This design comes from an exercise in tuning for small area and a short achievable clock period on the open sky130 flow, not from production work.
RTL that was checked went through simulation tests only; none was proved equivalent to the original.

==> inputs of trial 67 <==
==> flow/design.v (excerpt) <==
module neuron(
    input clk , rst , start , EOI , EOF ,
    input signed [6:0] x1 , x2 ,
    input signed [1:0] tin ,
    output learned , updating ,
    output signed [1:0] tout
);
    wire ldX, ldT, upd, eq;
    datapath dp(
        .clk(clk), .rst(rst), .ldX(ldX), .ldT(ldT), .upd(upd),
        .x1in(x1), .x2in(x2), .tin(tin), .tout(tout), .eq(eq)
    );
    controller ct(
        .clk(clk), .rst(rst), .eq(eq), .start(start), .EOF(EOF), .EOI(EOI),
        .ldX(ldX), .ldT(ldT), .upd(upd), .updating(updating), .learned(learned)
    );
endmodule
Settings: LEC_CHECK=0, CAP_MARGIN=20, CORE_MARGIN=2, CORE_UTILIZATION=40, SETUP_SLACK_MARGIN=4.5, SLEW_MARGIN=20, SYNTH_HIERARCHICAL=1, TNS_END_PERCENT=5; clock period 9.5 ns.
standard.sh (not shown) runs the stock make flow with config.mk's settings and CLKGATE_MAP_FILE= SYNTH_SCRIPT=/design/flow/synth_recipe.tcl, a recipe that flattens the netlist after the stock synthesis.
==> flow/flow/run.sh <==
#!/bin/bash
# The standard layout (the standard.sh: standard synthesis, ORFS floorplan to finish),
# with one change: the buffers ORFS puts on the input and output ports are buf_4 cells
# instead of the delay-buffer cell that buffer_ports picks by default.
set -euo pipefail
export BUFFER_PORTS_ARGS="-buffer_cell sky130_fd_sc_hd__buf_4"
bash standard.sh finish > standard_flow.log 2>&1
==> build 38: changes against trial 67 <==
==> flow/run.sh (new file) <==
#!/bin/bash
# synth_recipe.tcl (not shown) runs the flow's synth.tcl, then flattens the netlist and writes it again
# the make line also repeats each setting of config.mk as NAME=value (left out here)
make -C /OpenROAD-flow-scripts/flow DESIGN_CONFIG=/design/flow/config.mk WORK_HOME=/design/flow/orfs CLKGATE_MAP_FILE= SYNTH_SCRIPT=/design/flow/synth_recipe.tcl finish
removed: flow/flow/run.sh
removed: flow/standard.sh
==> qor summary <==
quantity                                                      build 38              trial 67
Status                                        timing/DRC/antenna clean  timing/DRC/antenna clean
Flip-flop and latch share of the layout cell area                21.3%                 21.2%
Global Route met2 Usage                                          31.0%                 31.6%
FF-to-FF setup slack                                           4.53 ns               4.59 ns
Reg clk slew, reported paths                                   0.06 ns               0.05 ns
Global-route wire length before repair                       31,800 um             31,900 um
Detailed Route Iter0 Violations                                    337                   411
First-pass iteration count of the detailed router                    8                     5
Remaining max-slew budget at the tightest pin                    38.8%                 39.0%
Worst setup path endpoint                          dp.cs[15]$_DFF_PP1_  dp.w1h[11]$_DFF_PP0_
Number of cells upsized or downsized after cts                      21                    14
Setup Skew                                                   0.0115 ns             0.0120 ns
Function was not checked in any run of this note: the RTL went through the layout flow alone.

==> 03-10: inputs <==
Another version of the RTL of neuron (not shown whole).
export LEC_CHECK = 0
export CAP_MARGIN = 20
export CORE_MARGIN = 2
export CORE_UTILIZATION = 40
export SETUP_SLACK_MARGIN = 5
export SLEW_MARGIN = 20
export SYNTH_HIERARCHICAL = 1
export TNS_END_PERCENT = 5
create_clock -name core_clock -period 9.5 [get_ports {clk}]
==> flow/flow/run.sh <==
#!/bin/bash
# The standard layout (the standard.sh: standard synthesis, ORFS floorplan to finish),
# with one change: the buffers ORFS puts on the input and output ports are buf_4 cells
# instead of the delay-buffer cell that buffer_ports picks by default.
set -euo pipefail
export BUFFER_PORTS_ARGS="-buffer_cell sky130_fd_sc_hd__buf_4"
bash standard.sh finish > standard_flow.log 2>&1
==> 10-23 (differences from 03-10) <==
--- a/flow/design.v
+++ b/flow/design.v
@@ -598,70 +598,70 @@
     fa u_n501 (.a(n449), .b(n473), .c(n474), .s(n501), .co(n501_nc));
     wire n502 = n476 & n477;
     wire n503 = n476 ^ n477;
     wire n504 = n478 & n479;
     wire n505 = n478 ^ n479;
-    wire n506 = n480 & n481;
-    wire n507 = n480 ^ n481;
-    wire n508 = n503 & n475;
-    wire n509;
-    ao21 u_n509 (.g(n506), .p(n507), .c(n504), .y(n509));
-    wire n510 = n507 & n505;
-    wire n511;
-    ao21 u_n511 (.g(n509), .p(n510), .c(n502), .y(n511));
-    wire n512 = n510 & n508;
+    wire n506;
+    ao21 u_n506 (.g(n504), .p(n505), .c(n502), .y(n506));
+    wire n507 = n505 & n503;
+    wire n508 = n507 & n475;
     assign w1n = {n83, n82, n81, n80, n79, n78, n77, n76, n75, n74, n73, n8} ;
     assign w2n = {n166, n165, n164, n163, n162, n161, n160, n159, n158, n157, n156, n91} ;
-    reg [20:0] cs ;
+    reg [22:0] cs ;
     always @(posedge clk, posedge rst) begin
-        if (rst) cs <= 21'b101101010101010101010 ;
-        else cs <= {n501, n500, n511, n499, n498, n497, n496, n495, n494, n493, n492, n491, n490, n489, n488, n487, n486, n485, n484, n483, n482} ;
+        if (rst) cs <= 23'b10110101010101010101010 ;
+        else cs <= {n501, n500, n506, n499, n498, n497, n496, n495, n494, n493, n492, n491, n490, n489, n488, n487, n486, n485, n484, n483, n482, n481, n480} ;
     end
-    wire n513 = cs[0] & cs[1];
-    wire n514 = cs[0] ^ cs[1];
-    wire n515 = cs[2] & cs[3];
-    wire n516 = cs[2] ^ cs[3];
-    wire n517 = cs[4] & cs[5];
-    wire n518 = cs[4] ^ cs[5];
-    wire n519 = cs[6] & cs[7];
-    wire n520 = cs[6] ^ cs[7];
-    wire n521 = cs[8] & cs[9];
-    wire n522 = cs[8] ^ cs[9];
-    wire n523 = cs[10] & cs[11];
-    wire n524 = cs[10] ^ cs[11];
-    wire n525 = cs[12] & cs[13];
-    wire n526 = cs[12] ^ cs[13];
-    wire n527 = cs[14] & cs[15];
-    wire n528 = cs[14] ^ cs[15];
-    wire n529 = cs[16] & cs[17];
-    wire n530 = cs[16] ^ cs[17];
-    wire n531;
-    ao21 u_n531 (.g(n513), .p(n514), .c(cs[18]), .y(n531));
+    wire n509 = cs[0] & cs[1];
+    wire n510 = cs[0] ^ cs[1];
+    wire n511 = cs[2] & cs[3];
+    wire n512 = cs[2] ^ cs[3];
+    wire n513 = cs[4] & cs[5];
+    wire n514 = cs[4] ^ cs[5];
+    wire n515 = cs[6] & cs[7];
+    wire n516 = cs[6] ^ cs[7];
+    wire n517 = cs[8] & cs[9];
+    wire n518 = cs[8] ^ cs[9];
+    wire n519 = cs[10] & cs[11];
+    wire n520 = cs[10] ^ cs[11];
+    wire n521 = cs[12] & cs[13];
+    wire n522 = cs[12] ^ cs[13];
+    wire n523 = cs[14] & cs[15];
+    wire n524 = cs[14] ^ cs[15];
+    wire n525 = cs[16] & cs[17];
+    wire n526 = cs[16] ^ cs[17];
+    wire n527 = cs[18] & cs[19];
+    wire n528 = cs[18] ^ cs[19];
+    wire n529;
+    ao21 u_n529 (.g(n509), .p(n510), .c(cs[20]), .y(n529));
+    wire n530;
+    ao21 u_n530 (.g(n515), .p(n516), .c(n513), .y(n530));
+    wire n531 = n516 & n514;
     wire n532;
-    ao21 u_n532 (.g(n519), .p(n520), .c(n517), .y(n532));
-    wire n533 = n520 & n518;
+    ao21 u_n532 (.g(n530), .p(n531), .c(n511), .y(n532));
+    wire n533 = n531 & n512;
     wire n534;
-    ao21 u_n534 (.g(n532), .p(n533), .c(n515), .y(n534));
-    wire n535 = n533 & n516;
-    wire n536;
-    ao21 u_n536 (.g(n534), .p(n535), .c(n531), .y(n536));
+    ao21 u_n534 (.g(n532), .p(n533), .c(n529), .y(n534));
+    wire n535;
+    ao21 u_n535 (.g(n521), .p(n522), .c(n519), .y(n535));
+    wire n536 = n522 & n520;
     wire n537;
-    ao21 u_n537 (.g(n523), .p(n524), .c(n521), .y(n537));
-    wire n538 = n524 & n522;
+    ao21 u_n537 (.g(n535), .p(n536), .c(n517), .y(n537));
+    wire n538 = n536 & n518;
     wire n539;
-    ao21 u_n539 (.g(n529), .p(n530), .c(n527), .y(n539));
-    wire n540 = n530 & n528;
+    ao21 u_n539 (.g(n527), .p(n528), .c(n525), .y(n539));
+    wire n540 = n528 & n526;
     wire n541;
-    ao21 u_n541 (.g(n539), .p(n540), .c(n525), .y(n541));
-    wire n542 = n540 & n526;
+    ao21 u_n541 (.g(n539), .p(n540), .c(n523), .y(n541));
+    wire n542 = n540 & n524;
     wire n543;
     ao21 u_n543 (.g(n541), .p(n542), .c(n537), .y(n543));
     wire n544 = n542 & n538;
     wire n545;
-    ao21 u_n545 (.g(n543), .p(n544), .c(n536), .y(n545));
+    ao21 u_n545 (.g(n543), .p(n544), .c(n534), .y(n545));
     wire n546, n546_nc;
-    ha u_n546 (.a(cs[19]), .b(cs[20]), .s(n546), .co(n546_nc));
+    ha u_n546 (.a(cs[21]), .b(cs[22]), .s(n546), .co(n546_nc));
     wire n547 = n546 ^ n545;
     wire ne = n547 ;
     assign eq = ~ne ;
     assign tout = { ne ^ t1 , 1'b1 } ;
 endmodule
--- a/flow/config.mk
+++ b/flow/config.mk
@@ -9,6 +9,6 @@
 export CORE_MARGIN = 2
 export CORE_UTILIZATION = 40
 export SETUP_SLACK_MARGIN = 5
 export SLEW_MARGIN = 20
 export SYNTH_HIERARCHICAL = 1
-export TNS_END_PERCENT = 5
+export TNS_END_PERCENT = 20
==> 09-19 (differences from 03-10) <==
--- a/flow/design.v
+++ b/flow/design.v
@@ -598,70 +598,70 @@
     fa u_n501 (.a(n449), .b(n473), .c(n474), .s(n501), .co(n501_nc));
     wire n502 = n476 & n477;
     wire n503 = n476 ^ n477;
     wire n504 = n478 & n479;
     wire n505 = n478 ^ n479;
-    wire n506 = n480 & n481;
-    wire n507 = n480 ^ n481;
-    wire n508 = n503 & n475;
-    wire n509;
-    ao21 u_n509 (.g(n506), .p(n507), .c(n504), .y(n509));
-    wire n510 = n507 & n505;
-    wire n511;
-    ao21 u_n511 (.g(n509), .p(n510), .c(n502), .y(n511));
-    wire n512 = n510 & n508;
+    wire n506;
+    ao21 u_n506 (.g(n504), .p(n505), .c(n502), .y(n506));
+    wire n507 = n505 & n503;
+    wire n508 = n507 & n475;
     assign w1n = {n83, n82, n81, n80, n79, n78, n77, n76, n75, n74, n73, n8} ;
     assign w2n = {n166, n165, n164, n163, n162, n161, n160, n159, n158, n157, n156, n91} ;
-    reg [20:0] cs ;
+    reg [22:0] cs ;
     always @(posedge clk, posedge rst) begin
-        if (rst) cs <= 21'b101101010101010101010 ;
-        else cs <= {n501, n500, n511, n499, n498, n497, n496, n495, n494, n493, n492, n491, n490, n489, n488, n487, n486, n485, n484, n483, n482} ;
+        if (rst) cs <= 23'b10110101010101010101010 ;
+        else cs <= {n501, n500, n506, n499, n498, n497, n496, n495, n494, n493, n492, n491, n490, n489, n488, n487, n486, n485, n484, n483, n482, n481, n480} ;
     end
-    wire n513 = cs[0] & cs[1];
-    wire n514 = cs[0] ^ cs[1];
-    wire n515 = cs[2] & cs[3];
-    wire n516 = cs[2] ^ cs[3];
-    wire n517 = cs[4] & cs[5];
-    wire n518 = cs[4] ^ cs[5];
-    wire n519 = cs[6] & cs[7];
-    wire n520 = cs[6] ^ cs[7];
-    wire n521 = cs[8] & cs[9];
-    wire n522 = cs[8] ^ cs[9];
-    wire n523 = cs[10] & cs[11];
-    wire n524 = cs[10] ^ cs[11];
-    wire n525 = cs[12] & cs[13];
-    wire n526 = cs[12] ^ cs[13];
-    wire n527 = cs[14] & cs[15];
-    wire n528 = cs[14] ^ cs[15];
-    wire n529 = cs[16] & cs[17];
-    wire n530 = cs[16] ^ cs[17];
-    wire n531;
-    ao21 u_n531 (.g(n513), .p(n514), .c(cs[18]), .y(n531));
+    wire n509 = cs[0] & cs[1];
+    wire n510 = cs[0] ^ cs[1];
+    wire n511 = cs[2] & cs[3];
+    wire n512 = cs[2] ^ cs[3];
+    wire n513 = cs[4] & cs[5];
+    wire n514 = cs[4] ^ cs[5];
+    wire n515 = cs[6] & cs[7];
+    wire n516 = cs[6] ^ cs[7];
+    wire n517 = cs[8] & cs[9];
+    wire n518 = cs[8] ^ cs[9];
+    wire n519 = cs[10] & cs[11];
+    wire n520 = cs[10] ^ cs[11];
+    wire n521 = cs[12] & cs[13];
+    wire n522 = cs[12] ^ cs[13];
+    wire n523 = cs[14] & cs[15];
+    wire n524 = cs[14] ^ cs[15];
+    wire n525 = cs[16] & cs[17];
+    wire n526 = cs[16] ^ cs[17];
+    wire n527 = cs[18] & cs[19];
+    wire n528 = cs[18] ^ cs[19];
+    wire n529;
+    ao21 u_n529 (.g(n509), .p(n510), .c(cs[20]), .y(n529));
+    wire n530;
+    ao21 u_n530 (.g(n515), .p(n516), .c(n513), .y(n530));
+    wire n531 = n516 & n514;
     wire n532;
-    ao21 u_n532 (.g(n519), .p(n520), .c(n517), .y(n532));
-    wire n533 = n520 & n518;
+    ao21 u_n532 (.g(n530), .p(n531), .c(n511), .y(n532));
+    wire n533 = n531 & n512;
     wire n534;
-    ao21 u_n534 (.g(n532), .p(n533), .c(n515), .y(n534));
-    wire n535 = n533 & n516;
-    wire n536;
-    ao21 u_n536 (.g(n534), .p(n535), .c(n531), .y(n536));
+    ao21 u_n534 (.g(n532), .p(n533), .c(n529), .y(n534));
+    wire n535;
+    ao21 u_n535 (.g(n521), .p(n522), .c(n519), .y(n535));
+    wire n536 = n522 & n520;
     wire n537;
-    ao21 u_n537 (.g(n523), .p(n524), .c(n521), .y(n537));
-    wire n538 = n524 & n522;
+    ao21 u_n537 (.g(n535), .p(n536), .c(n517), .y(n537));
+    wire n538 = n536 & n518;
     wire n539;
-    ao21 u_n539 (.g(n529), .p(n530), .c(n527), .y(n539));
-    wire n540 = n530 & n528;
+    ao21 u_n539 (.g(n527), .p(n528), .c(n525), .y(n539));
+    wire n540 = n528 & n526;
     wire n541;
-    ao21 u_n541 (.g(n539), .p(n540), .c(n525), .y(n541));
-    wire n542 = n540 & n526;
+    ao21 u_n541 (.g(n539), .p(n540), .c(n523), .y(n541));
+    wire n542 = n540 & n524;
     wire n543;
     ao21 u_n543 (.g(n541), .p(n542), .c(n537), .y(n543));
     wire n544 = n542 & n538;
     wire n545;
-    ao21 u_n545 (.g(n543), .p(n544), .c(n536), .y(n545));
+    ao21 u_n545 (.g(n543), .p(n544), .c(n534), .y(n545));
     wire n546, n546_nc;
-    ha u_n546 (.a(cs[19]), .b(cs[20]), .s(n546), .co(n546_nc));
+    ha u_n546 (.a(cs[21]), .b(cs[22]), .s(n546), .co(n546_nc));
     wire n547 = n546 ^ n545;
     wire ne = n547 ;
     assign eq = ~ne ;
     assign tout = { ne ^ t1 , 1'b1 } ;
 endmodule
==> flow/flow/run.sh (replaced) <==
#!/bin/bash
# The standard layout (the standard.sh: standard synthesis, ORFS floorplan to finish),
# with two changes: the buffers ORFS puts on the input and output ports are buf_4 cells
# instead of the delay-buffer cell that buffer_ports picks by default, and timing repair
# aims for 6.0 ns of setup slack at the design's clock period.
set -euo pipefail
export BUFFER_PORTS_ARGS="-buffer_cell sky130_fd_sc_hd__buf_4"
bash standard.sh SETUP_SLACK_MARGIN=6.0 finish > standard_flow.log 2>&1
--- a/flow/config.mk
+++ b/flow/config.mk
@@ -6,9 +6,8 @@
 export NUM_CORES = 4
 export LEC_CHECK = 0
 export CAP_MARGIN = 20
 export CORE_MARGIN = 2
 export CORE_UTILIZATION = 40
-export SETUP_SLACK_MARGIN = 5
 export SLEW_MARGIN = 20
 export SYNTH_HIERARCHICAL = 1
 export TNS_END_PERCENT = 5
==> results.py <==
metrics = {
    "yosys": {
        "yosys.area_share.simple_pct": 8.10,
        "yosys-top-cells-count": "fa_1, a21o_1, dfrtp_1, o21ai_0, a22oi_1",
        "synth.area.mux_share_pct": 1.25,
    },
    "global_routing": {
        "grt_pass1_vias": 5903,
    },
    "sta": {
        "timing.hold.ws_ns": 0.564,
    },
    "status": {
        "status": "timing/DRC/antenna clean",
    },
    "place": {
        "post-place-cells": 1020,
    },
    "finish": {
        "nClkBuffers": 12,
    },
}
-- figures above: 03-10

==> results.py <==
metrics = {
    "status": {
        "status": "timing/DRC/antenna clean",
    },
    "finish": {
        "nClkBuffers": 9,
    },
    "die": {
        "core_area_sq_mm": 0.0194,
    },
    "yosys": {
        "yosys-top-cells-count": "fa_1, o21ai_0, a21o_1, a22oi_1, dfrtp_1",
        "synth.area.mux_share_pct": 1.27,
    },
    "routing": {
        "routed-wl-met3_um": 1560,
    },
    "global_routing": {
        "grt_pass1_vias": 6276,
    },
}
-- figures above: 09-19

==> results.py <==
metrics = {
    "status": {
        "status": "timing/DRC/antenna clean",
    },
    "sta": {
        "timing.hold.ws_ns": 0.549,
    },
    "global_routing": {
        "grt_pass1_vias": 5941,
    },
    "routing": {
        "viasPerCell": 5.68,
        "vias": 5942,
    },
    "yosys": {
        "synth.area.mux_share_pct": 1.27,
        "yosys.area_share.simple_pct": 8.03,
        "yosys-top-cells-count": "fa_1, o21ai_0, a21o_1, a22oi_1, dfrtp_1",
        "yosysSeqAreaShare_pct": 23.7,
    },
    "place": {
        "post-place-cells": 1023,
    },
    "finish": {
        "final_common_cell": "fa_1",
    },
}
-- figures above: 10-23

For 03-10, only the layout was checked, not whether the RTL still works.

==> what the ideal ports hide <==
How much do the figures lean on ideal ports? The routed layouts below were timed once more, with nothing changed but the port constraints. Step 1 (the two cells are an assumption about what drives the block):
set clk [get_ports {clk}]
set_driving_cell -lib_cell sky130_fd_sc_hd__clkbuf_16 $clk
set_driving_cell -lib_cell sky130_fd_sc_hd__buf_2 [delete_from_list [all_inputs] $clk]
Step 2 adds t to the input delays and takes it off the output delays; t is the mean of the earliest and latest rising clock arrival at the registers after step 1. Input paths then give back, and output paths get back, about the clock's delay inside the block. a / b / c = ideal ports / drivers / drivers and shift; a / b = the first two.
run | shift t [ns] | setup WS [ns] | worst register clock-pin slew, ns | cell pins on the clock port's net
trial 67 | 0.389 | 4.594 / 4.594 / 4.280 | 0.06 / 0.06 | 1
build 38 | 0.392 | 4.516 / 4.530 / 4.151 | 0.06 / 0.06 | 1
03-10 | 0.397 | 5.000 / 4.995 / 4.598 | 0.06 / 0.06 | 1
10-23 | 0.379 | 5.046 / 5.046 / 4.667 | 0.06 / 0.06 | 1
09-19 | 0.381 | 5.120 / 5.125 / 4.745 | 0.06 / 0.06 | 1
After both steps setup and hold are still met in every run listed. The setup slack of 03-10, which loses most, moves by -0.005 ns with the drivers and by -0.402 ns with both steps.
